This design comes from an exercise in tuning for small area and a short achievable clock period on the open sky130 flow, not from production work. No functional check of the RTL was part of this run. Power figures rest on the tool's default switching activity, not on a simulated workload.

==> flow/design.v <==
`timescale 1ns / 1ps
module sigmoid9slices (
    input wire clk,
    input wire rst_n,
    input wire signed [15:0] x0_in,
    input wire signed [15:0] x1_in,
    input wire valid_in,
    output reg signed [15:0] y0_out,
    output reg signed [15:0] y1_out,
    output reg valid_out
);
    reg v1, v2;
    always @(posedge clk or negedge rst_n)
        if (!rst_n) begin v1 <= 1'b0; v2 <= 1'b0; valid_out <= 1'b0; end
        else begin v1 <= valid_in; v2 <= v1; valid_out <= v2; end
    function [5:0] dec(input [15:0] x);
        reg [14:0] u;
        reg g1, g2, g3, g4, g5;
        begin
            g1 = x[15] ? (x[14:0] <= 15'd31402) : (x[14:0] >= 15'd1365);
            g2 = x[15] ? (x[14:0] <= 15'd28671) : (x[14:0] >= 15'd4096);
            g3 = x[15] ? (x[14:0] <= 15'd25940) : (x[14:0] >= 15'd6827);
            g4 = x[15] ? (x[14:0] <= 15'd23210) : (x[14:0] >= 15'd9557);
            g5 = x[15] ? (x[14:0] <= 15'd20479) : (x[14:0] >= 15'd12288);
            dec = {g5, ~g1, g1 & ~g2, g2 & ~g3, g3 & ~g4, g4 & ~g5};
        end
    endfunction
    function [4:0] clsoh(input [15:0] x);
        reg g1, g2, g3, g4, g5;
        begin
            g1 = x[15] ? (x[14:0] <= 15'd31402) : (x[14:0] >= 15'd1365);
            g2 = x[15] ? (x[14:0] <= 15'd28671) : (x[14:0] >= 15'd4096);
            g3 = x[15] ? (x[14:0] <= 15'd25940) : (x[14:0] >= 15'd6827);
            g4 = x[15] ? (x[14:0] <= 15'd23210) : (x[14:0] >= 15'd9557);
            g5 = x[15] ? (x[14:0] <= 15'd20479) : (x[14:0] >= 15'd12288);
            clsoh = {~g1, g1 & ~g2, g2 & ~g3, g3 & ~g4, g4 & ~g5};
        end
    endfunction
    reg [1:0] gs0, gs1;
    wire [4:0] oh0 = clsoh(x0_in);
    wire [4:0] oh1 = clsoh(x1_in);
    always @(posedge clk) begin
        gs0[0] <= oh0[0] | oh0[1];
        gs0[1] <= oh0[0] | oh0[2] | oh0[3];
        gs1[0] <= oh1[0] | oh1[1];
        gs1[1] <= oh1[0] | oh1[2] | oh1[3];
    end
    reg [12:0] a0, a1;   
    reg [5:0] c0, c1;
    always @(posedge clk) begin
        a0 <= {x0_in[15], x0_in[11:0]}; a1 <= {x1_in[15], x1_in[11:0]};
        c0 <= dec(x0_in); c1 <= dec(x1_in);
    end
    wire [10:0] xr0 = a0[10:0];
    wire [10:0] xn0 = ~a0[10:0];
    wire sat0 = c0[5];
    wire r0_0_0 = (c0[0] & xr0[0]) | (c0[1] & xn0[0]);
    wire r0_0_1 = c0[1];
    wire r0_1_0 = (gs0[1] & xr0[0]) | (c0[1] & xn0[1]) | (c0[4] & xn0[0]);
    wire r0_1_1 = (c0[0] & xr0[1]) | c0[4];
    wire r0_2_0 = (gs0[1] & xr0[1]) | (c0[1] & xn0[2]) | (c0[4] & xn0[1]);
    wire r0_2_1 = (c0[0] & xr0[2]);
    wire r0_3_0 = (gs0[1] & xr0[2]) | (c0[1] & xn0[3]) | (c0[4] & xn0[2]);
    wire r0_3_1 = (gs0[0] & xr0[0]);
    wire r0_3_2 = (c0[0] & xr0[3]);
    wire r0_4_0 = (gs0[1] & xr0[3]) | (c0[1] & xn0[4]) | (c0[4] & xn0[0]);
    wire r0_4_1 = (gs0[0] & xr0[1]) | (c0[3] & xr0[0]) | c0[4];
    wire r0_4_2 = (c0[0] & xr0[4]) | (c0[4] & xn0[3]);
    wire r0_5_0 = (gs0[1] & xr0[4]) | (c0[1] & xr0[0]) | (c0[4] & xn0[1]);
    wire r0_5_1 = (gs0[0] & xr0[2]) | (c0[3] & xr0[1]) | (c0[4] & xn0[4]);
    wire r0_5_2 = (c0[0] & xr0[5]) | (c0[1] & xn0[5]);
    wire r0_6_0 = (gs0[1] & xr0[5]) | (c0[1] & xr0[1]) | (c0[4] & xn0[2]);
    wire r0_6_1 = (gs0[0] & xr0[3]) | (c0[3] & xr0[0]) | (c0[4] & xn0[5]);
    wire r0_6_2 = (c0[0] & xr0[6]) | (c0[1] & xn0[6]) | (c0[3] & xr0[2]);
    wire r0_7_0 = (gs0[1] & xr0[6]) | (c0[1] & xr0[2]) | (c0[4] & xn0[3]);
    wire r0_7_1 = (gs0[0] & xr0[4]) | (c0[2] & xr0[0]) | (c0[3] & xr0[1]) | (c0[4] & xn0[6]);
    wire r0_7_2 = (c0[0] & xr0[7]) | (c0[1] & xn0[7]) | (c0[3] & xr0[3]);
    wire r0_8_0 = (gs0[1] & xr0[7]) | (c0[1] & xr0[3]) | (c0[4] & xn0[4]);
    wire r0_8_1 = (gs0[0] & xr0[5]) | (c0[2] & xr0[1]) | (c0[3] & xr0[0]) | (c0[4] & xn0[7]);
    wire r0_8_2 = (c0[0] & xr0[8]) | (c0[1] & xn0[8]) | (c0[3] & xr0[2]);
    wire r0_8_3 = (c0[3] & xr0[4]);
    wire r0_9_0 = (gs0[1] & xr0[8]) | (c0[1] & xr0[4]) | (c0[4] & xr0[0]);
    wire r0_9_1 = (gs0[0] & xr0[6]) | (c0[2] & xr0[2]) | (c0[3] & xr0[1]) | (c0[4] & xn0[5]);
    wire r0_9_2 = (c0[0] & xr0[9]) | (c0[1] & xn0[9]) | (c0[3] & xr0[3]) | (c0[4] & xn0[8]);
    wire r0_9_3 = (c0[3] & xr0[5]);
    wire r0_10_0 = (gs0[1] & xr0[9]) | (c0[1] & xr0[5]) | (c0[4] & xr0[1]);
    wire r0_10_1 = (gs0[0] & xr0[7]) | (c0[2] & xr0[3]) | (c0[3] & xr0[2]) | (c0[4] & xn0[6]);
    wire r0_10_2 = (c0[0] & xr0[10]) | (c0[1] & xn0[10]) | (c0[3] & xr0[4]) | (c0[4] & xn0[9]);
    wire r0_10_3 = (c0[3] & xr0[6]);
    wire r0_11_0 = (gs0[0] & xr0[8]) | (c0[2] & xr0[4]) | (c0[3] & xr0[3]) | (c0[4] & xr0[2]) | (sat0 & (a0[12] | ~a0[12]));
    wire r0_11_1 = ((c0[0] | c0[2]) & xr0[10]) | (c0[1] & xr0[6]) | (c0[3] & xr0[5]) | (c0[4] & xn0[7]);
    wire r0_11_2 = (gs0[0] & ((a0[12] & a0[11]) | (~a0[12] & a0[11]))) | c0[2] | (c0[3] & xr0[7]) | (c0[4] & xn0[10]);
    wire r0_11_3 = (c0[3] & ((a0[12] & ~a0[11] & a0[10]) | (~a0[12] & ~a0[11] & a0[10]) | (~a0[12] & a0[11] & a0[10])));
    wire r0_12_0 = (gs0[0] & xr0[9]) | (c0[2] & xr0[5]) | (c0[3] & xr0[4]) | (c0[4] & xr0[3]) | (sat0 & (~a0[12]));
    wire r0_12_1 = (c0[0] & ((a0[12] & ~a0[11]) | (~a0[12] & a0[11]))) | (c0[1] & xr0[7]) | (c0[2] & ((a0[12] & a0[11]) | (~a0[12] & ~a0[11]))) | (c0[3] & xr0[6]) | (c0[4] & xn0[8]);
    wire r0_12_2 = (c0[1] & ((a0[12] & a0[11]) | (a0[12] & ~a0[11]))) | (c0[3] & xr0[8]) | (c0[4] & ((~a0[12] & ~a0[11])));
    wire r0_12_3 = (c0[3] & ((a0[12] & a0[11] & ~a0[10]) | (~a0[12] & a0[11] & ~a0[10]) | (~a0[12] & a0[11] & a0[10])));
    wire r0_13_0 = (gs0[0] & xr0[10]) | (c0[2] & xr0[6]) | (c0[3] & xr0[5]) | (c0[4] & xr0[4]) | (sat0 & (a0[12]));
    wire r0_13_1 = (c0[0] & ((a0[12] & a0[11]))) | (c0[1] & xr0[8]) | (c0[2] & ((~a0[12] & a0[11]))) | (c0[3] & xr0[7]) | (c0[4] & xn0[9]);
    wire r0_13_2 = (c0[1] & ((~a0[12] & a0[11]) | (~a0[12] & ~a0[11]))) | (c0[3] & xr0[9]) | (c0[4] & ((~a0[12] & ~a0[11])));
    wire r0_13_3 = (c0[3] & ((a0[12] & ~a0[11] & ~a0[10]) | (a0[12] & ~a0[11] & a0[10]) | (a0[12] & a0[11] & ~a0[10])));
    wire r0_14_0 = (c0[0] & ((a0[12] & a0[11]) | (~a0[12] & ~a0[11]))) | (c0[1] & xr0[9]) | (c0[2] & xr0[7]) | (c0[3] & xr0[6]) | (c0[4] & xr0[5]) | (sat0 & (~a0[12]));
    wire r0_14_1 = (c0[1] & ((a0[12] & ~a0[11]) | (~a0[12] & a0[11]))) | (c0[2] & ((~a0[12] & ~a0[11]) | (~a0[12] & a0[11]))) | (c0[3] & xr0[8]) | (c0[4] & xn0[10]);
    wire r0_14_2 = (c0[3] & xr0[10]) | (c0[4] & ((~a0[12] & ~a0[11])));
    wire r0_14_3 = (c0[3] & ((~a0[12] & ~a0[11] & a0[10]) | (~a0[12] & a0[11] & ~a0[10]) | (~a0[12] & a0[11] & a0[10])));
    wire r0_15_0 = (c0[0] & ((~a0[12] & a0[11]))) | (c0[1] & xr0[10]) | (c0[2] & xr0[8]) | (c0[3] & xr0[7]) | (c0[4] & xr0[6]) | (sat0 & (~a0[12]));
    wire r0_15_1 = (c0[1] & ((~a0[12] & ~a0[11]))) | (c0[2] & ((a0[12] & ~a0[11]) | (a0[12] & a0[11]))) | (c0[3] & xr0[9]);
    wire r0_15_2 = (c0[3] & ((a0[12] & ~a0[11] & ~a0[10]) | (a0[12] & ~a0[11] & a0[10]) | (~a0[12] & a0[11] & ~a0[10]) | (~a0[12] & a0[11] & a0[10])));
    wire r0_16_0 = (c0[0] & ((~a0[12] & ~a0[11]) | (~a0[12] & a0[11]))) | (c0[1] & ((a0[12] & ~a0[11]) | (~a0[12] & a0[11]))) | (c0[2] & xr0[9]) | (c0[3] & xr0[8]) | (c0[4] & xr0[7]) | (sat0 & (~a0[12]));
    wire r0_16_1 = (c0[2] & ((a0[12] & ~a0[11]) | (a0[12] & a0[11]))) | (c0[3] & xr0[10]) | (c0[4] & ((~a0[12] & ~a0[11])));
    wire r0_16_2 = (c0[3] & ((a0[12] & ~a0[11] & ~a0[10]) | (a0[12] & ~a0[11] & a0[10]) | (~a0[12] & ~a0[11] & a0[10]) | (~a0[12] & a0[11] & ~a0[10]) | (~a0[12] & a0[11] & a0[10])));
    wire r0_17_0 = (c0[0] & ((~a0[12] & ~a0[11]) | (~a0[12] & a0[11]))) | ((c0[1] | c0[4]) & ((~a0[12] & ~a0[11]))) | (c0[2] & xr0[10]) | (c0[3] & xr0[9]) | (sat0 & (~a0[12]));
    wire r0_17_1 = (c0[2] & ((a0[12] & ~a0[11]) | (a0[12] & a0[11]))) | (c0[3] & ((a0[12] & ~a0[11] & ~a0[10]) | (a0[12] & ~a0[11] & a0[10]) | (a0[12] & a0[11] & ~a0[10]) | (~a0[12] & ~a0[11] & a0[10]))) | (c0[4] & xr0[8]);
    wire r0_18_0 = (c0[0] & ((~a0[12] & ~a0[11]) | (~a0[12] & a0[11]))) | (c0[1] & ((~a0[12] & a0[11]) | (~a0[12] & ~a0[11]))) | (c0[2] & ((a0[12] & ~a0[11]) | (~a0[12] & a0[11]))) | (c0[3] & xr0[10]) | (c0[4] & xr0[9]) | (sat0 & (~a0[12]));
    wire r0_18_1 = (c0[3] & ((a0[12] & ~a0[11] & ~a0[10]) | (a0[12] & ~a0[11] & a0[10]) | (~a0[12] & a0[11] & ~a0[10]) | (~a0[12] & a0[11] & a0[10]))) | (c0[4] & ((~a0[12] & ~a0[11])));
    wire r0_19_0 = (c0[0] & ((~a0[12] & ~a0[11]) | (~a0[12] & a0[11]))) | (c0[1] & ((~a0[12] & a0[11]) | (~a0[12] & ~a0[11]))) | (c0[2] & ((a0[12] & ~a0[11]) | (~a0[12] & ~a0[11]) | (~a0[12] & a0[11]))) | (c0[3] & ((~a0[12] & a0[11] & ~a0[10]) | (~a0[12] & a0[11] & a0[10]))) | (c0[4] & xr0[10]) | (sat0 & (~a0[12]));
    wire r0_19_1 = (c0[4] & ((~a0[12] & ~a0[11])));
    wire r0_20_0 = (c0[0] & ((~a0[12] & ~a0[11]) | (~a0[12] & a0[11]))) | (c0[1] & ((~a0[12] & a0[11]) | (~a0[12] & ~a0[11]))) | (c0[2] & ((a0[12] & ~a0[11]) | (~a0[12] & ~a0[11]) | (~a0[12] & a0[11]))) | (c0[3] & ((a0[12] & a0[11] & ~a0[10]))) | c0[4] | (sat0 & (~a0[12]));
    wire r0_21_0 = (c0[0] & ((~a0[12] & ~a0[11]) | (~a0[12] & a0[11]))) | (c0[1] & ((~a0[12] & a0[11]) | (~a0[12] & ~a0[11]))) | (c0[2] & ((a0[12] & ~a0[11]) | (~a0[12] & ~a0[11]) | (~a0[12] & a0[11]))) | (c0[3] & ((~a0[12] & ~a0[11] & a0[10]) | (~a0[12] & a0[11] & ~a0[10]) | (~a0[12] & a0[11] & a0[10]))) | (sat0 & (~a0[12]));
    wire h0_1s = r0_8_0 ^ r0_8_1;
    wire h0_1c = r0_8_0 & r0_8_1;
    wire f0_2s = r0_9_0 ^ r0_9_1 ^ r0_9_2;
    wire f0_2c = (r0_9_0 & r0_9_1) | (r0_9_0 & r0_9_2) | (r0_9_1 & r0_9_2);
    wire f0_3s = r0_10_0 ^ r0_10_1 ^ r0_10_2;
    wire f0_3c = (r0_10_0 & r0_10_1) | (r0_10_0 & r0_10_2) | (r0_10_1 & r0_10_2);
    wire f0_4s = r0_11_0 ^ r0_11_1 ^ r0_11_2;
    wire f0_4c = (r0_11_0 & r0_11_1) | (r0_11_0 & r0_11_2) | (r0_11_1 & r0_11_2);
    wire f0_5s = r0_12_0 ^ r0_12_1 ^ r0_12_2;
    wire f0_5c = (r0_12_0 & r0_12_1) | (r0_12_0 & r0_12_2) | (r0_12_1 & r0_12_2);
    wire f0_6s = r0_13_0 ^ r0_13_1 ^ r0_13_2;
    wire f0_6c = (r0_13_0 & r0_13_1) | (r0_13_0 & r0_13_2) | (r0_13_1 & r0_13_2);
    wire f0_7s = r0_14_0 ^ r0_14_1 ^ r0_14_2;
    wire f0_7c = (r0_14_0 & r0_14_1) | (r0_14_0 & r0_14_2) | (r0_14_1 & r0_14_2);
    wire h0_8s = r0_15_0 ^ r0_15_1;
    wire h0_8c = r0_15_0 & r0_15_1;
    wire h0_9s = r0_16_0 ^ r0_16_1;
    wire h0_9c = r0_16_0 & r0_16_1;
    wire h0_10s = r0_3_0 ^ r0_3_1;
    wire h0_10c = r0_3_0 & r0_3_1;
    wire f0_11s = r0_4_0 ^ r0_4_1 ^ r0_4_2;
    wire f0_11c = (r0_4_0 & r0_4_1) | (r0_4_0 & r0_4_2) | (r0_4_1 & r0_4_2);
    wire f0_12s = r0_5_0 ^ r0_5_1 ^ r0_5_2;
    wire f0_12c = (r0_5_0 & r0_5_1) | (r0_5_0 & r0_5_2) | (r0_5_1 & r0_5_2);
    wire f0_13s = r0_6_0 ^ r0_6_1 ^ r0_6_2;
    wire f0_13c = (r0_6_0 & r0_6_1) | (r0_6_0 & r0_6_2) | (r0_6_1 & r0_6_2);
    wire f0_14s = r0_7_0 ^ r0_7_1 ^ r0_7_2;
    wire f0_14c = (r0_7_0 & r0_7_1) | (r0_7_0 & r0_7_2) | (r0_7_1 & r0_7_2);
    wire f0_15s = r0_8_2 ^ r0_8_3 ^ h0_1s;
    wire f0_15c = (r0_8_2 & r0_8_3) | (r0_8_2 & h0_1s) | (r0_8_3 & h0_1s);
    wire f0_16s = r0_9_3 ^ h0_1c ^ f0_2s;
    wire f0_16c = (r0_9_3 & h0_1c) | (r0_9_3 & f0_2s) | (h0_1c & f0_2s);
    wire f0_17s = r0_10_3 ^ f0_2c ^ f0_3s;
    wire f0_17c = (r0_10_3 & f0_2c) | (r0_10_3 & f0_3s) | (f0_2c & f0_3s);
    wire f0_18s = r0_11_3 ^ f0_3c ^ f0_4s;
    wire f0_18c = (r0_11_3 & f0_3c) | (r0_11_3 & f0_4s) | (f0_3c & f0_4s);
    wire f0_19s = r0_12_3 ^ f0_4c ^ f0_5s;
    wire f0_19c = (r0_12_3 & f0_4c) | (r0_12_3 & f0_5s) | (f0_4c & f0_5s);
    wire f0_20s = r0_13_3 ^ f0_5c ^ f0_6s;
    wire f0_20c = (r0_13_3 & f0_5c) | (r0_13_3 & f0_6s) | (f0_5c & f0_6s);
    wire f0_21s = r0_14_3 ^ f0_6c ^ f0_7s;
    wire f0_21c = (r0_14_3 & f0_6c) | (r0_14_3 & f0_7s) | (f0_6c & f0_7s);
    wire f0_22s = r0_15_2 ^ f0_7c ^ h0_8s;
    wire f0_22c = (r0_15_2 & f0_7c) | (r0_15_2 & h0_8s) | (f0_7c & h0_8s);
    wire f0_23s = r0_16_2 ^ h0_8c ^ h0_9s;
    wire f0_23c = (r0_16_2 & h0_8c) | (r0_16_2 & h0_9s) | (h0_8c & h0_9s);
    wire f0_24s = r0_17_0 ^ r0_17_1 ^ h0_9c;
    wire f0_24c = (r0_17_0 & r0_17_1) | (r0_17_0 & h0_9c) | (r0_17_1 & h0_9c);
    wire h0_25s = r0_18_0 ^ r0_18_1;
    wire h0_25c = r0_18_0 & r0_18_1;
    wire h0_26s = r0_19_0 ^ r0_19_1;
    wire h0_26c = r0_19_0 & r0_19_1;
    wire lg0_27 = (r0_1_0 & r0_1_1) | ((r0_1_0 | r0_1_1) & (r0_0_0 & r0_0_1));
    wire lp0_27 = (r0_1_0 | r0_1_1) & (r0_0_0 | r0_0_1);
    wire lg0_28 = (r0_3_2 & h0_10s) | ((r0_3_2 | h0_10s) & (r0_2_0 & r0_2_1));
    wire lp0_28 = (r0_3_2 | h0_10s) & (r0_2_0 | r0_2_1);
    wire lg0_29 = (f0_11c & f0_12s) | ((f0_11c | f0_12s) & (h0_10c & f0_11s));
    wire lp0_29 = (f0_11c | f0_12s) & (h0_10c | f0_11s);
    wire lg0_30 = lg0_28 | (lp0_28 & lg0_27);
    wire lp0_30 = lp0_28 & lp0_27;
    wire lg0_31 = lg0_29 | (lp0_29 & lg0_30);
    wire lp0_31 = lp0_29 & lp0_30;
    wire lg0_32 = (f0_13c & f0_14s) | ((f0_13c | f0_14s) & (f0_12c & f0_13s));
    wire lp0_32 = (f0_13c | f0_14s) & (f0_12c | f0_13s);
    wire lg0_33 = (f0_15c & f0_16s) | ((f0_15c | f0_16s) & (f0_14c & f0_15s));
    wire lp0_33 = (f0_15c | f0_16s) & (f0_14c | f0_15s);
    wire lg0_34 = lg0_33 | (lp0_33 & lg0_32);
    wire lp0_34 = lp0_33 & lp0_32;
    wire lg0_35 = (f0_16c & f0_17s) | ((f0_16c | f0_17s) & lg0_34);
    wire lp0_35 = (f0_16c | f0_17s) & lp0_34;
    reg [10:0] sa0, sb0;
    reg lgl0, lgh0, lph0;   
    wire lc0 = lgh0 | (lph0 & lgl0);
    always @(posedge clk) begin
        sa0 <= {r0_21_0, r0_20_0, h0_25c, f0_24c, f0_23c, f0_22c, f0_21c, f0_20c, f0_19c, f0_18c, f0_17c};
        sb0 <= {1'b0, h0_26c, h0_26s, h0_25s, f0_24s, f0_23s, f0_22s, f0_21s, f0_20s, f0_19s, f0_18s};
        lgl0 <= lg0_31; lgh0 <= lg0_35; lph0 <= lp0_35;
    end
    wire [10:0] ys0;
    wire ys0_p0 = (sa0[0] ^ sb0[0]);
    wire ys0_p1 = (sa0[1] ^ sb0[1]);
    wire ys0_p2 = (sa0[2] ^ sb0[2]);
    wire ys0_p3 = (sa0[3] ^ sb0[3]);
    wire ys0_p4 = (sa0[4] ^ sb0[4]);
    wire ys0_p5 = (sa0[5] ^ sb0[5]);
    wire ys0_p6 = (sa0[6] ^ sb0[6]);
    wire ys0_p7 = (sa0[7] ^ sb0[7]);
    wire ys0_p8 = (sa0[8] ^ sb0[8]);
    wire ys0_p9 = (sa0[9] ^ sb0[9]);
    wire ys0_p10 = (sa0[10] ^ sb0[10]);
    wire ys0_g0 = (sa0[0] & sb0[0]) | (ys0_p0 & lc0);
    wire ys0_g1 = (sa0[1] & sb0[1]);
    wire ys0_g2 = (sa0[2] & sb0[2]);
    wire ys0_g3 = (sa0[3] & sb0[3]);
    wire ys0_g4 = (sa0[4] & sb0[4]);
    wire ys0_g5 = (sa0[5] & sb0[5]);
    wire ys0_g6 = (sa0[6] & sb0[6]);
    wire ys0_g7 = (sa0[7] & sb0[7]);
    wire ys0_g8 = (sa0[8] & sb0[8]);
    wire ys0_g9 = (sa0[9] & sb0[9]);
    wire ys0_g10 = (sa0[10] & sb0[10]);
    wire ys0_G36 = ys0_g1 | (ys0_p1 & ys0_g0);
    wire ys0_P36 = ys0_p1 & ys0_p0;
    wire ys0_G37 = ys0_g3 | (ys0_p3 & ys0_g2);
    wire ys0_P37 = ys0_p3 & ys0_p2;
    wire ys0_G38 = ys0_g5 | (ys0_p5 & ys0_g4);
    wire ys0_P38 = ys0_p5 & ys0_p4;
    wire ys0_G39 = ys0_g7 | (ys0_p7 & ys0_g6);
    wire ys0_P39 = ys0_p7 & ys0_p6;
    wire ys0_G40 = ys0_g9 | (ys0_p9 & ys0_g8);
    wire ys0_P40 = ys0_p9 & ys0_p8;
    wire ys0_G41 = ys0_G37 | (ys0_P37 & ys0_G36);
    wire ys0_P41 = ys0_P37 & ys0_P36;
    wire ys0_G42 = ys0_G39 | (ys0_P39 & ys0_G38);
    wire ys0_P42 = ys0_P39 & ys0_P38;
    wire ys0_G43 = ys0_G42 | (ys0_P42 & ys0_G41);
    wire ys0_P43 = ys0_P42 & ys0_P41;
    wire ys0_G44 = ys0_G38 | (ys0_P38 & ys0_G41);
    wire ys0_P44 = ys0_P38 & ys0_P41;
    wire ys0_G45 = ys0_G40 | (ys0_P40 & ys0_G43);
    wire ys0_P45 = ys0_P40 & ys0_P43;
    wire ys0_G46 = ys0_g2 | (ys0_p2 & ys0_G36);
    wire ys0_P46 = ys0_p2 & ys0_P36;
    wire ys0_G47 = ys0_g4 | (ys0_p4 & ys0_G41);
    wire ys0_P47 = ys0_p4 & ys0_P41;
    wire ys0_G48 = ys0_g6 | (ys0_p6 & ys0_G44);
    wire ys0_P48 = ys0_p6 & ys0_P44;
    wire ys0_G49 = ys0_g8 | (ys0_p8 & ys0_G43);
    wire ys0_P49 = ys0_p8 & ys0_P43;
    wire ys0_G50 = ys0_g10 | (ys0_p10 & ys0_G45);
    wire ys0_P50 = ys0_p10 & ys0_P45;
    assign ys0[0] = ys0_p0 ^ lc0;
    assign ys0[1] = ys0_p1 ^ ys0_g0;
    assign ys0[2] = ys0_p2 ^ ys0_G36;
    assign ys0[3] = ys0_p3 ^ ys0_G46;
    assign ys0[4] = ys0_p4 ^ ys0_G41;
    assign ys0[5] = ys0_p5 ^ ys0_G47;
    assign ys0[6] = ys0_p6 ^ ys0_G44;
    assign ys0[7] = ys0_p7 ^ ys0_G48;
    assign ys0[8] = ys0_p8 ^ ys0_G43;
    assign ys0[9] = ys0_p9 ^ ys0_G49;
    assign ys0[10] = ys0_p10 ^ ys0_G45;
    always @(posedge clk) y0_out <= {5'b0, ys0};
    wire [10:0] xr1 = a1[10:0];
    wire [10:0] xn1 = ~a1[10:0];
    wire sat1 = c1[5];
    wire r1_0_0 = (c1[0] & xr1[0]) | (c1[1] & xn1[0]);
    wire r1_0_1 = c1[1];
    wire r1_1_0 = (gs1[1] & xr1[0]) | (c1[1] & xn1[1]) | (c1[4] & xn1[0]);
    wire r1_1_1 = (c1[0] & xr1[1]) | c1[4];
    wire r1_2_0 = (gs1[1] & xr1[1]) | (c1[1] & xn1[2]) | (c1[4] & xn1[1]);
    wire r1_2_1 = (c1[0] & xr1[2]);
    wire r1_3_0 = (gs1[1] & xr1[2]) | (c1[1] & xn1[3]) | (c1[4] & xn1[2]);
    wire r1_3_1 = (gs1[0] & xr1[0]);
    wire r1_3_2 = (c1[0] & xr1[3]);
    wire r1_4_0 = (gs1[1] & xr1[3]) | (c1[1] & xn1[4]) | (c1[4] & xn1[0]);
    wire r1_4_1 = (gs1[0] & xr1[1]) | (c1[3] & xr1[0]) | c1[4];
    wire r1_4_2 = (c1[0] & xr1[4]) | (c1[4] & xn1[3]);
    wire r1_5_0 = (gs1[1] & xr1[4]) | (c1[1] & xr1[0]) | (c1[4] & xn1[1]);
    wire r1_5_1 = (gs1[0] & xr1[2]) | (c1[3] & xr1[1]) | (c1[4] & xn1[4]);
    wire r1_5_2 = (c1[0] & xr1[5]) | (c1[1] & xn1[5]);
    wire r1_6_0 = (gs1[1] & xr1[5]) | (c1[1] & xr1[1]) | (c1[4] & xn1[2]);
    wire r1_6_1 = (gs1[0] & xr1[3]) | (c1[3] & xr1[0]) | (c1[4] & xn1[5]);
    wire r1_6_2 = (c1[0] & xr1[6]) | (c1[1] & xn1[6]) | (c1[3] & xr1[2]);
    wire r1_7_0 = (gs1[1] & xr1[6]) | (c1[1] & xr1[2]) | (c1[4] & xn1[3]);
    wire r1_7_1 = (gs1[0] & xr1[4]) | (c1[2] & xr1[0]) | (c1[3] & xr1[1]) | (c1[4] & xn1[6]);
    wire r1_7_2 = (c1[0] & xr1[7]) | (c1[1] & xn1[7]) | (c1[3] & xr1[3]);
    wire r1_8_0 = (gs1[1] & xr1[7]) | (c1[1] & xr1[3]) | (c1[4] & xn1[4]);
    wire r1_8_1 = (gs1[0] & xr1[5]) | (c1[2] & xr1[1]) | (c1[3] & xr1[0]) | (c1[4] & xn1[7]);
    wire r1_8_2 = (c1[0] & xr1[8]) | (c1[1] & xn1[8]) | (c1[3] & xr1[2]);
    wire r1_8_3 = (c1[3] & xr1[4]);
    wire r1_9_0 = (gs1[1] & xr1[8]) | (c1[1] & xr1[4]) | (c1[4] & xr1[0]);
    wire r1_9_1 = (gs1[0] & xr1[6]) | (c1[2] & xr1[2]) | (c1[3] & xr1[1]) | (c1[4] & xn1[5]);
    wire r1_9_2 = (c1[0] & xr1[9]) | (c1[1] & xn1[9]) | (c1[3] & xr1[3]) | (c1[4] & xn1[8]);
    wire r1_9_3 = (c1[3] & xr1[5]);
    wire r1_10_0 = (gs1[1] & xr1[9]) | (c1[1] & xr1[5]) | (c1[4] & xr1[1]);
    wire r1_10_1 = (gs1[0] & xr1[7]) | (c1[2] & xr1[3]) | (c1[3] & xr1[2]) | (c1[4] & xn1[6]);
    wire r1_10_2 = (c1[0] & xr1[10]) | (c1[1] & xn1[10]) | (c1[3] & xr1[4]) | (c1[4] & xn1[9]);
    wire r1_10_3 = (c1[3] & xr1[6]);
    wire r1_11_0 = (gs1[0] & xr1[8]) | (c1[2] & xr1[4]) | (c1[3] & xr1[3]) | (c1[4] & xr1[2]) | (sat1 & (a1[12] | ~a1[12]));
    wire r1_11_1 = ((c1[0] | c1[2]) & xr1[10]) | (c1[1] & xr1[6]) | (c1[3] & xr1[5]) | (c1[4] & xn1[7]);
    wire r1_11_2 = (gs1[0] & ((a1[12] & a1[11]) | (~a1[12] & a1[11]))) | c1[2] | (c1[3] & xr1[7]) | (c1[4] & xn1[10]);
    wire r1_11_3 = (c1[3] & ((a1[12] & ~a1[11] & a1[10]) | (~a1[12] & ~a1[11] & a1[10]) | (~a1[12] & a1[11] & a1[10])));
    wire r1_12_0 = (gs1[0] & xr1[9]) | (c1[2] & xr1[5]) | (c1[3] & xr1[4]) | (c1[4] & xr1[3]) | (sat1 & (~a1[12]));
    wire r1_12_1 = (c1[0] & ((a1[12] & ~a1[11]) | (~a1[12] & a1[11]))) | (c1[1] & xr1[7]) | (c1[2] & ((a1[12] & a1[11]) | (~a1[12] & ~a1[11]))) | (c1[3] & xr1[6]) | (c1[4] & xn1[8]);
    wire r1_12_2 = (c1[1] & ((a1[12] & a1[11]) | (a1[12] & ~a1[11]))) | (c1[3] & xr1[8]) | (c1[4] & ((~a1[12] & ~a1[11])));
    wire r1_12_3 = (c1[3] & ((a1[12] & a1[11] & ~a1[10]) | (~a1[12] & a1[11] & ~a1[10]) | (~a1[12] & a1[11] & a1[10])));
    wire r1_13_0 = (gs1[0] & xr1[10]) | (c1[2] & xr1[6]) | (c1[3] & xr1[5]) | (c1[4] & xr1[4]) | (sat1 & (a1[12]));
    wire r1_13_1 = (c1[0] & ((a1[12] & a1[11]))) | (c1[1] & xr1[8]) | (c1[2] & ((~a1[12] & a1[11]))) | (c1[3] & xr1[7]) | (c1[4] & xn1[9]);
    wire r1_13_2 = (c1[1] & ((~a1[12] & a1[11]) | (~a1[12] & ~a1[11]))) | (c1[3] & xr1[9]) | (c1[4] & ((~a1[12] & ~a1[11])));
    wire r1_13_3 = (c1[3] & ((a1[12] & ~a1[11] & ~a1[10]) | (a1[12] & ~a1[11] & a1[10]) | (a1[12] & a1[11] & ~a1[10])));
    wire r1_14_0 = (c1[0] & ((a1[12] & a1[11]) | (~a1[12] & ~a1[11]))) | (c1[1] & xr1[9]) | (c1[2] & xr1[7]) | (c1[3] & xr1[6]) | (c1[4] & xr1[5]) | (sat1 & (~a1[12]));
    wire r1_14_1 = (c1[1] & ((a1[12] & ~a1[11]) | (~a1[12] & a1[11]))) | (c1[2] & ((~a1[12] & ~a1[11]) | (~a1[12] & a1[11]))) | (c1[3] & xr1[8]) | (c1[4] & xn1[10]);
    wire r1_14_2 = (c1[3] & xr1[10]) | (c1[4] & ((~a1[12] & ~a1[11])));
    wire r1_14_3 = (c1[3] & ((~a1[12] & ~a1[11] & a1[10]) | (~a1[12] & a1[11] & ~a1[10]) | (~a1[12] & a1[11] & a1[10])));
    wire r1_15_0 = (c1[0] & ((~a1[12] & a1[11]))) | (c1[1] & xr1[10]) | (c1[2] & xr1[8]) | (c1[3] & xr1[7]) | (c1[4] & xr1[6]) | (sat1 & (~a1[12]));
    wire r1_15_1 = (c1[1] & ((~a1[12] & ~a1[11]))) | (c1[2] & ((a1[12] & ~a1[11]) | (a1[12] & a1[11]))) | (c1[3] & xr1[9]);
    wire r1_15_2 = (c1[3] & ((a1[12] & ~a1[11] & ~a1[10]) | (a1[12] & ~a1[11] & a1[10]) | (~a1[12] & a1[11] & ~a1[10]) | (~a1[12] & a1[11] & a1[10])));
    wire r1_16_0 = (c1[0] & ((~a1[12] & ~a1[11]) | (~a1[12] & a1[11]))) | (c1[1] & ((a1[12] & ~a1[11]) | (~a1[12] & a1[11]))) | (c1[2] & xr1[9]) | (c1[3] & xr1[8]) | (c1[4] & xr1[7]) | (sat1 & (~a1[12]));
    wire r1_16_1 = (c1[2] & ((a1[12] & ~a1[11]) | (a1[12] & a1[11]))) | (c1[3] & xr1[10]) | (c1[4] & ((~a1[12] & ~a1[11])));
    wire r1_16_2 = (c1[3] & ((a1[12] & ~a1[11] & ~a1[10]) | (a1[12] & ~a1[11] & a1[10]) | (~a1[12] & ~a1[11] & a1[10]) | (~a1[12] & a1[11] & ~a1[10]) | (~a1[12] & a1[11] & a1[10])));
    wire r1_17_0 = (c1[0] & ((~a1[12] & ~a1[11]) | (~a1[12] & a1[11]))) | ((c1[1] | c1[4]) & ((~a1[12] & ~a1[11]))) | (c1[2] & xr1[10]) | (c1[3] & xr1[9]) | (sat1 & (~a1[12]));
    wire r1_17_1 = (c1[2] & ((a1[12] & ~a1[11]) | (a1[12] & a1[11]))) | (c1[3] & ((a1[12] & ~a1[11] & ~a1[10]) | (a1[12] & ~a1[11] & a1[10]) | (a1[12] & a1[11] & ~a1[10]) | (~a1[12] & ~a1[11] & a1[10]))) | (c1[4] & xr1[8]);
    wire r1_18_0 = (c1[0] & ((~a1[12] & ~a1[11]) | (~a1[12] & a1[11]))) | (c1[1] & ((~a1[12] & a1[11]) | (~a1[12] & ~a1[11]))) | (c1[2] & ((a1[12] & ~a1[11]) | (~a1[12] & a1[11]))) | (c1[3] & xr1[10]) | (c1[4] & xr1[9]) | (sat1 & (~a1[12]));
    wire r1_18_1 = (c1[3] & ((a1[12] & ~a1[11] & ~a1[10]) | (a1[12] & ~a1[11] & a1[10]) | (~a1[12] & a1[11] & ~a1[10]) | (~a1[12] & a1[11] & a1[10]))) | (c1[4] & ((~a1[12] & ~a1[11])));
    wire r1_19_0 = (c1[0] & ((~a1[12] & ~a1[11]) | (~a1[12] & a1[11]))) | (c1[1] & ((~a1[12] & a1[11]) | (~a1[12] & ~a1[11]))) | (c1[2] & ((a1[12] & ~a1[11]) | (~a1[12] & ~a1[11]) | (~a1[12] & a1[11]))) | (c1[3] & ((~a1[12] & a1[11] & ~a1[10]) | (~a1[12] & a1[11] & a1[10]))) | (c1[4] & xr1[10]) | (sat1 & (~a1[12]));
    wire r1_19_1 = (c1[4] & ((~a1[12] & ~a1[11])));
    wire r1_20_0 = (c1[0] & ((~a1[12] & ~a1[11]) | (~a1[12] & a1[11]))) | (c1[1] & ((~a1[12] & a1[11]) | (~a1[12] & ~a1[11]))) | (c1[2] & ((a1[12] & ~a1[11]) | (~a1[12] & ~a1[11]) | (~a1[12] & a1[11]))) | (c1[3] & ((a1[12] & a1[11] & ~a1[10]))) | c1[4] | (sat1 & (~a1[12]));
    wire r1_21_0 = (c1[0] & ((~a1[12] & ~a1[11]) | (~a1[12] & a1[11]))) | (c1[1] & ((~a1[12] & a1[11]) | (~a1[12] & ~a1[11]))) | (c1[2] & ((a1[12] & ~a1[11]) | (~a1[12] & ~a1[11]) | (~a1[12] & a1[11]))) | (c1[3] & ((~a1[12] & ~a1[11] & a1[10]) | (~a1[12] & a1[11] & ~a1[10]) | (~a1[12] & a1[11] & a1[10]))) | (sat1 & (~a1[12]));
    wire h1_51s = r1_8_0 ^ r1_8_1;
    wire h1_51c = r1_8_0 & r1_8_1;
    wire f1_52s = r1_9_0 ^ r1_9_1 ^ r1_9_2;
    wire f1_52c = (r1_9_0 & r1_9_1) | (r1_9_0 & r1_9_2) | (r1_9_1 & r1_9_2);
    wire f1_53s = r1_10_0 ^ r1_10_1 ^ r1_10_2;
    wire f1_53c = (r1_10_0 & r1_10_1) | (r1_10_0 & r1_10_2) | (r1_10_1 & r1_10_2);
    wire f1_54s = r1_11_0 ^ r1_11_1 ^ r1_11_2;
    wire f1_54c = (r1_11_0 & r1_11_1) | (r1_11_0 & r1_11_2) | (r1_11_1 & r1_11_2);
    wire f1_55s = r1_12_0 ^ r1_12_1 ^ r1_12_2;
    wire f1_55c = (r1_12_0 & r1_12_1) | (r1_12_0 & r1_12_2) | (r1_12_1 & r1_12_2);
    wire f1_56s = r1_13_0 ^ r1_13_1 ^ r1_13_2;
    wire f1_56c = (r1_13_0 & r1_13_1) | (r1_13_0 & r1_13_2) | (r1_13_1 & r1_13_2);
    wire f1_57s = r1_14_0 ^ r1_14_1 ^ r1_14_2;
    wire f1_57c = (r1_14_0 & r1_14_1) | (r1_14_0 & r1_14_2) | (r1_14_1 & r1_14_2);
    wire h1_58s = r1_15_0 ^ r1_15_1;
    wire h1_58c = r1_15_0 & r1_15_1;
    wire h1_59s = r1_16_0 ^ r1_16_1;
    wire h1_59c = r1_16_0 & r1_16_1;
    wire h1_60s = r1_3_0 ^ r1_3_1;
    wire h1_60c = r1_3_0 & r1_3_1;
    wire f1_61s = r1_4_0 ^ r1_4_1 ^ r1_4_2;
    wire f1_61c = (r1_4_0 & r1_4_1) | (r1_4_0 & r1_4_2) | (r1_4_1 & r1_4_2);
    wire f1_62s = r1_5_0 ^ r1_5_1 ^ r1_5_2;
    wire f1_62c = (r1_5_0 & r1_5_1) | (r1_5_0 & r1_5_2) | (r1_5_1 & r1_5_2);
    wire f1_63s = r1_6_0 ^ r1_6_1 ^ r1_6_2;
    wire f1_63c = (r1_6_0 & r1_6_1) | (r1_6_0 & r1_6_2) | (r1_6_1 & r1_6_2);
    wire f1_64s = r1_7_0 ^ r1_7_1 ^ r1_7_2;
    wire f1_64c = (r1_7_0 & r1_7_1) | (r1_7_0 & r1_7_2) | (r1_7_1 & r1_7_2);
    wire f1_65s = r1_8_2 ^ r1_8_3 ^ h1_51s;
    wire f1_65c = (r1_8_2 & r1_8_3) | (r1_8_2 & h1_51s) | (r1_8_3 & h1_51s);
    wire f1_66s = r1_9_3 ^ h1_51c ^ f1_52s;
    wire f1_66c = (r1_9_3 & h1_51c) | (r1_9_3 & f1_52s) | (h1_51c & f1_52s);
    wire f1_67s = r1_10_3 ^ f1_52c ^ f1_53s;
    wire f1_67c = (r1_10_3 & f1_52c) | (r1_10_3 & f1_53s) | (f1_52c & f1_53s);
    wire f1_68s = r1_11_3 ^ f1_53c ^ f1_54s;
    wire f1_68c = (r1_11_3 & f1_53c) | (r1_11_3 & f1_54s) | (f1_53c & f1_54s);
    wire f1_69s = r1_12_3 ^ f1_54c ^ f1_55s;
    wire f1_69c = (r1_12_3 & f1_54c) | (r1_12_3 & f1_55s) | (f1_54c & f1_55s);
    wire f1_70s = r1_13_3 ^ f1_55c ^ f1_56s;
    wire f1_70c = (r1_13_3 & f1_55c) | (r1_13_3 & f1_56s) | (f1_55c & f1_56s);
    wire f1_71s = r1_14_3 ^ f1_56c ^ f1_57s;
    wire f1_71c = (r1_14_3 & f1_56c) | (r1_14_3 & f1_57s) | (f1_56c & f1_57s);
    wire f1_72s = r1_15_2 ^ f1_57c ^ h1_58s;
    wire f1_72c = (r1_15_2 & f1_57c) | (r1_15_2 & h1_58s) | (f1_57c & h1_58s);
    wire f1_73s = r1_16_2 ^ h1_58c ^ h1_59s;
    wire f1_73c = (r1_16_2 & h1_58c) | (r1_16_2 & h1_59s) | (h1_58c & h1_59s);
    wire f1_74s = r1_17_0 ^ r1_17_1 ^ h1_59c;
    wire f1_74c = (r1_17_0 & r1_17_1) | (r1_17_0 & h1_59c) | (r1_17_1 & h1_59c);
    wire h1_75s = r1_18_0 ^ r1_18_1;
    wire h1_75c = r1_18_0 & r1_18_1;
    wire h1_76s = r1_19_0 ^ r1_19_1;
    wire h1_76c = r1_19_0 & r1_19_1;
    wire lg1_77 = (r1_1_0 & r1_1_1) | ((r1_1_0 | r1_1_1) & (r1_0_0 & r1_0_1));
    wire lp1_77 = (r1_1_0 | r1_1_1) & (r1_0_0 | r1_0_1);
    wire lg1_78 = (r1_3_2 & h1_60s) | ((r1_3_2 | h1_60s) & (r1_2_0 & r1_2_1));
    wire lp1_78 = (r1_3_2 | h1_60s) & (r1_2_0 | r1_2_1);
    wire lg1_79 = (f1_61c & f1_62s) | ((f1_61c | f1_62s) & (h1_60c & f1_61s));
    wire lp1_79 = (f1_61c | f1_62s) & (h1_60c | f1_61s);
    wire lg1_80 = lg1_78 | (lp1_78 & lg1_77);
    wire lp1_80 = lp1_78 & lp1_77;
    wire lg1_81 = lg1_79 | (lp1_79 & lg1_80);
    wire lp1_81 = lp1_79 & lp1_80;
    wire lg1_82 = (f1_63c & f1_64s) | ((f1_63c | f1_64s) & (f1_62c & f1_63s));
    wire lp1_82 = (f1_63c | f1_64s) & (f1_62c | f1_63s);
    wire lg1_83 = (f1_65c & f1_66s) | ((f1_65c | f1_66s) & (f1_64c & f1_65s));
    wire lp1_83 = (f1_65c | f1_66s) & (f1_64c | f1_65s);
    wire lg1_84 = lg1_83 | (lp1_83 & lg1_82);
    wire lp1_84 = lp1_83 & lp1_82;
    wire lg1_85 = (f1_66c & f1_67s) | ((f1_66c | f1_67s) & lg1_84);
    wire lp1_85 = (f1_66c | f1_67s) & lp1_84;
    reg [10:0] sa1, sb1;
    reg lgl1, lgh1, lph1;   
    wire lc1 = lgh1 | (lph1 & lgl1);
    always @(posedge clk) begin
        sa1 <= {r1_21_0, r1_20_0, h1_75c, f1_74c, f1_73c, f1_72c, f1_71c, f1_70c, f1_69c, f1_68c, f1_67c};
        sb1 <= {1'b0, h1_76c, h1_76s, h1_75s, f1_74s, f1_73s, f1_72s, f1_71s, f1_70s, f1_69s, f1_68s};
        lgl1 <= lg1_81; lgh1 <= lg1_85; lph1 <= lp1_85;
    end
    wire [10:0] ys1;
    wire ys1_p0 = (sa1[0] ^ sb1[0]);
    wire ys1_p1 = (sa1[1] ^ sb1[1]);
    wire ys1_p2 = (sa1[2] ^ sb1[2]);
    wire ys1_p3 = (sa1[3] ^ sb1[3]);
    wire ys1_p4 = (sa1[4] ^ sb1[4]);
    wire ys1_p5 = (sa1[5] ^ sb1[5]);
    wire ys1_p6 = (sa1[6] ^ sb1[6]);
    wire ys1_p7 = (sa1[7] ^ sb1[7]);
    wire ys1_p8 = (sa1[8] ^ sb1[8]);
    wire ys1_p9 = (sa1[9] ^ sb1[9]);
    wire ys1_p10 = (sa1[10] ^ sb1[10]);
    wire ys1_g0 = (sa1[0] & sb1[0]) | (ys1_p0 & lc1);
    wire ys1_g1 = (sa1[1] & sb1[1]);
    wire ys1_g2 = (sa1[2] & sb1[2]);
    wire ys1_g3 = (sa1[3] & sb1[3]);
    wire ys1_g4 = (sa1[4] & sb1[4]);
    wire ys1_g5 = (sa1[5] & sb1[5]);
    wire ys1_g6 = (sa1[6] & sb1[6]);
    wire ys1_g7 = (sa1[7] & sb1[7]);
    wire ys1_g8 = (sa1[8] & sb1[8]);
    wire ys1_g9 = (sa1[9] & sb1[9]);
    wire ys1_g10 = (sa1[10] & sb1[10]);
    wire ys1_G86 = ys1_g1 | (ys1_p1 & ys1_g0);
    wire ys1_P86 = ys1_p1 & ys1_p0;
    wire ys1_G87 = ys1_g3 | (ys1_p3 & ys1_g2);
    wire ys1_P87 = ys1_p3 & ys1_p2;
    wire ys1_G88 = ys1_g5 | (ys1_p5 & ys1_g4);
    wire ys1_P88 = ys1_p5 & ys1_p4;
    wire ys1_G89 = ys1_g7 | (ys1_p7 & ys1_g6);
    wire ys1_P89 = ys1_p7 & ys1_p6;
    wire ys1_G90 = ys1_g9 | (ys1_p9 & ys1_g8);
    wire ys1_P90 = ys1_p9 & ys1_p8;
    wire ys1_G91 = ys1_G87 | (ys1_P87 & ys1_G86);
    wire ys1_P91 = ys1_P87 & ys1_P86;
    wire ys1_G92 = ys1_G89 | (ys1_P89 & ys1_G88);
    wire ys1_P92 = ys1_P89 & ys1_P88;
    wire ys1_G93 = ys1_G92 | (ys1_P92 & ys1_G91);
    wire ys1_P93 = ys1_P92 & ys1_P91;
    wire ys1_G94 = ys1_G88 | (ys1_P88 & ys1_G91);
    wire ys1_P94 = ys1_P88 & ys1_P91;
    wire ys1_G95 = ys1_G90 | (ys1_P90 & ys1_G93);
    wire ys1_P95 = ys1_P90 & ys1_P93;
    wire ys1_G96 = ys1_g2 | (ys1_p2 & ys1_G86);
    wire ys1_P96 = ys1_p2 & ys1_P86;
    wire ys1_G97 = ys1_g4 | (ys1_p4 & ys1_G91);
    wire ys1_P97 = ys1_p4 & ys1_P91;
    wire ys1_G98 = ys1_g6 | (ys1_p6 & ys1_G94);
    wire ys1_P98 = ys1_p6 & ys1_P94;
    wire ys1_G99 = ys1_g8 | (ys1_p8 & ys1_G93);
    wire ys1_P99 = ys1_p8 & ys1_P93;
    wire ys1_G100 = ys1_g10 | (ys1_p10 & ys1_G95);
    wire ys1_P100 = ys1_p10 & ys1_P95;
    assign ys1[0] = ys1_p0 ^ lc1;
    assign ys1[1] = ys1_p1 ^ ys1_g0;
    assign ys1[2] = ys1_p2 ^ ys1_G86;
    assign ys1[3] = ys1_p3 ^ ys1_G96;
    assign ys1[4] = ys1_p4 ^ ys1_G91;
    assign ys1[5] = ys1_p5 ^ ys1_G97;
    assign ys1[6] = ys1_p6 ^ ys1_G94;
    assign ys1[7] = ys1_p7 ^ ys1_G98;
    assign ys1[8] = ys1_p8 ^ ys1_G93;
    assign ys1[9] = ys1_p9 ^ ys1_G99;
    assign ys1[10] = ys1_p10 ^ ys1_G95;
    always @(posedge clk) y1_out <= {5'b0, ys1};
endmodule
==> flow/flow/run.sh <==
#!/bin/bash
# Standard layout, with plain buffers (instead of delay cells) on the ports, and the
# timing repair aimed at a setup slack of 5.6 ns.
set -e
export BUFFER_PORTS_ARGS="-buffer_cell sky130_fd_sc_hd__buf_2"
bash standard.sh finish SETUP_SLACK_MARGIN=5.6 > standard.log 2>&1
==> flow/standard.sh <==
#!/bin/bash
# synth_recipe.tcl (not shown) runs the flow's synth.tcl, then flattens the netlist and writes it again
# the make line also repeats each setting of config.mk as NAME=value (left out here)
make -C /OpenROAD-flow-scripts/flow DESIGN_CONFIG=/design/flow/config.mk WORK_HOME=/design/flow/orfs CLKGATE_MAP_FILE= SYNTH_SCRIPT=/design/flow/synth_recipe.tcl "${@:-finish}"
==> flow/config.mk <==
export PLATFORM = sky130hd
export DESIGN_NAME = sigmoid9slices
export DESIGN_NICKNAME = sigmoid9slices
export VERILOG_FILES = /design/flow/design.v
export SDC_FILE = /design/flow/constraint.sdc
export NUM_CORES = 4
export LEC_CHECK = 0
export CAP_MARGIN = 20
export CORE_MARGIN = 2
export CORE_UTILIZATION = 70
export SETUP_SLACK_MARGIN = 5
export SLEW_MARGIN = 20
==> flow/constraint.sdc <==
create_clock -name core_clock -period 8.0 [get_ports {clk}]
set_input_delay 1.6000 -clock core_clock [delete_from_list [all_inputs] [get_ports {clk}]]
set_output_delay 1.6000 -clock core_clock [all_outputs]
set_load 0.01 [all_outputs]
==> flow_metrics.py <==
metrics = {
    "critical_path": {
        "reg2reg_to": "y0_out[9]",
        "start_kind": "input port",
        "r2r_start": "lph0",
        "worstRegToRegCells": 12,
        "cpMaxStageDelayCell": "or4_4",
        "path_class": "input port to flop",
        "crit_fanout": 2,
        "cp.buffers_inverters": 1,
        "critPathTopFamily": "simple AND/OR/NAND/NOR gates",
        "arrival_ps": 3460,
        "r2r_slack_ps": 5340,
        "cp.required_ps": 8400,
        "crit_chain": "buf_8 -> or3b_4 -> or4_4 -> nor2_2 -> nand2_1 -> a32o_2 -> and3_4 -> or3b_1",
        "crit_path_max_incr_delay_ps": 500,
        "crit_path_end_kind": "flop",
    },
    "cts": {
        "clockBufferDepth": 2,
        "clk_pin_slew_ps": 60,
        "numCtsBuffers": 17,
        "cts_tree": "yes",
        "clock_latency_ps": 540,
        "cts_sinks": 115,
        "ctsHoldBuffers": 0,
        "cts_max_level": 4,
        "cts_root_buf": "clkbuf_8",
    },
    "timing": {
        "fmaxAchievable_mhz": 328,
        "final-setup-viol-count": 0,
        "relSlewSlack_pct": 60.8,
        "clock_skew_ps": 9.61,
        "drv_slew": 0,
        "fin_ws_ps": 4950,
        "min_period_ps": 3050,
        "fin_hold_ws_ps": 361,
        "tns_ps": 0,
        "worstMarginPinSlew_ps": 583,
        "final_hold_viol_count": 0,
        "rsz0062_at_grt": "true",
        "post-route-period-util_pct": 38.2,
    },
    "run_status": {
        "status": "finished clean",
    },
    "power": {
        "comb_power_share_pct": 31.3,
        "switching_share_pct": 32.1,
        "ir_drop_mv": 0.256,
        "pwr-share-clk_pct": 34.3,
        "p_seq_share_pct": 34.4,
        "leakagePower_nw": 4.07,
        "powerDensity_nw_per_um2": 257,
        "internal-power_mw": 1.58,
        "switchingPower_uw": 749,
    },
    "detailed_routing": {
        "antenna_left": 0,
        "dr_total_vias": 6870,
        "drtIter0Drc": 1076,
        "wl_met2_mm": 10.2,
        "post_drt_via_cell_ratio": 6.51,
        "first_pass_iters": 7,
        "drt-total-wl_mm": 21.1,
        "dr_wl_met3_mm": 2.22,
        "top_layer": "met4",
        "routedWlPerCell_um": 20.0,
        "drcViolationCount": 0,
        "met1_length_mm": 7.87,
    },
    "global_route": {
        "grt_pass1_vias": 6419,
        "globalRoute.totalOverflow": 0,
        "grt_max_degree": 26,
        "grt_pass1_wl_mm": 31.1,
        "antenna_found_initial": 0,
        "grt_util_all_layers_pct": 34.5,
    },
    "min_path": {
        "min_to": "valid_out",
        "worstHoldPathType": "flop to flop",
        "holdCritStartpoint": "v2",
        "worst_hold_path.num_cells": 0,
    },
    "finish": {
        "fin_cells": 1055,
        "drive_above_1_share_pct": 28.6,
        "multi_input_area_um2": 4780,
        "register_area_um2": 2400,
        "diodes": 0,
        "fillers": 496,
        "fin_nets": 1032,
        "syn2layout_area_growth_pct": 22.6,
    },
    "logic_synthesis": {
        "synthCells": 837,
        "yosysSeqAreaShare_pct": 31.3,
        "yosys_warnings": 1,
        "ys_dominant_reg_cell": "dfxtp_1",
        "async_reset_ff_share_pct": 2.61,
        "synth_area_um2": 7400,
        "ys_ff_latch": 115,
        "postSynthAreaPerCell_um2": 8.84,
        "synth_cell_types": 80,
        "synth-edff-count": 0,
    },
    "die": {
        "dieArea_um2": 11400,
        "num_rows": 37,
        "ios": 68,
        "core_um2": 10300,
        "floorplan.initialDensity_pct": 72.0,
        "die_h_um": 107,
        "die_x_um": 107,
    },
    "flow_run": {
        "drv_cap": 0,
    },
    "place": {
        "place_ws_ps": 4310,
        "placed_cells": 977,
        "portBuffers": 57,
        "gp_congestion": 0.938,
        "dp_hpwl_mm": 12.4,
    },
}
-- metal layers --
metal	track usage, %	vias up
li1	-	3035
met1	44.4	3198
met2	56.7	529
met3	8.09	108
met4	13.0	0
met5	0	-
-- Yosys cell counts, types with 11 or more instances --
master / number / share of area, %
dfxtp_1: 112 / 30
nand2_1: 98 / 5.0
inv_1: 90 / 4.6
fa_1: 52 / 14
a21oi_1: 48 / 3.2
clkbuf_1: 45 / 2.3
ha_1: 38 / 6.4
o21ai_0: 31 / 2.1
a22oi_1: 29 / 2.9
nor2_1: 28 / 1.4
nand3_1: 23 / 1.6
nand2b_1: 22 / 1.9
a221oi_1: 15 / 1.8
o21a_1: 13 / 1.3
nor2b_1: 11 / 0.93
-- worst max-delay path by stage --
stage	from	endpoint	slack [ps]	cells past startpoint
final	x0_in[2]	gs0[1]	4950	8
after global routing	x0_in[2]	gs0[1]	4910	8
after CTS	x0_in[2]	gs0[1]	4980	8
after detailed placement	x0_in[2]	gs0[1]	4310	8
after global placement	x0_in[2]	gs0[1]	4350	8
after floorplan	x0_in[2]	gs0[1]	4520	7
-- layout by cell type (no fill, tap or decap), types with 25 or more instances in the layout --
cell,netlist,final
dfxtp_2,0,25
a22oi_1,29,28
inv_1,90,80
buf_4,10,46
nor2_1,28,26
dfxtp_1,112,74
fa_1,52,44
nand2_1,98,94
a21oi_1,48,41
o21ai_0,31,25
buf_2,3,42
ha_1,38,35
-- cell families after synthesis --
family                     after synthesis  synth area share, %
buffers and inverters                  153                 8.42
xor gates and xnor gates                 8                0.947
adders and majority gates               94                 21.1
muxes                                    6                0.829
other                                    1               0.0507
and+or+nand+nor                        238                 16.1
DFF                                    115                 31.3
AOI/OAI and AO/OA                      222                 21.3
-- cell type report --
type | instances | area share [%]
flip-flops and latches | 115 | 26.4
clock buffers | 23 | 5.26
multi-input cells | 578 | 52.7
inverters | 91 | 3.92
clock inverters | 8 | 1.64
repair buffers | 104 | 8.16
well taps | 136 | 1.88
-- sequential cells by signal, summed over array words and instances, names as in the netlist, 2 cells and up --
register	flops
y1_out	11
c1	6
sb0	10
a1	13
y0_out	11
gs0	2
sa1	11
gs1	2
a0	13
sb1	10
c0	6
sa0	11
-- metrics by stage --
stage                     util, %  total power [mW]  instance area (um^2)
final                        88.2              2.33                  9070
after global routing         88.2              2.43                  9070
after CTS                    84.2              2.22                  8650
after detailed placement     74.5              1.37                  7660
after global placement       74.5              1.31                  7660
after floorplan                 -              1.18                  7530
-- power groups by stage --
stage / logic [mW] / registers (mW) / clock network, mW
floorplan: 0.399 / 0.781 / 0
global placement: 0.523 / 0.792 / 0
detailed placement: 0.567 / 0.799 / 0
CTS: 0.629 / 0.789 / 0.798
global route: 0.795 / 0.810 / 0.827
finish: 0.730 / 0.801 / 0.800
-- timing repair --
| action | 4_1_cts | 5_1_grt |
|---|---|---|
| endpoints found under the hold margin | 0 | 0 |
| cloned | 0 | 0 |
| gates resized for setup | 73 | 76 |
| setup buffers | 24 | 23 |
| pin swaps | 19 | 38 |
| endpoints found under the setup margin | 69 | 63 |

[re-timing with driven ports]
The results above use ideal ports. As a check the final layout listed here was re-extracted and re-timed, cells and wires unchanged.
Step 1, drivers: a clkbuf_16 drives clk and a buf_2 each remaining input, both assumed.
Step 2 adds t to the input delays and takes it off the output delays; t is the mean of the earliest and latest rising clock arrival at the registers after step 1. Input paths then give back, and output paths get back, about the clock's delay inside the block.
Three values: ideal ports, drivers, drivers and shift; two values: the first two.
t (ns): 0.569
setup slack, ns: 4.947 / 4.945 / 4.376
worst hold slack (ns): 0.361 / 0.361 / 0.361
clock arrival spread, ns: 0.009 / 0.009
worst data-port slew with drivers (ns): 0.05
After both steps setup and hold are still met in this run. For this run, drivers alone change the setup slack by -0.002 ns; drivers and shift together by -0.571 ns.
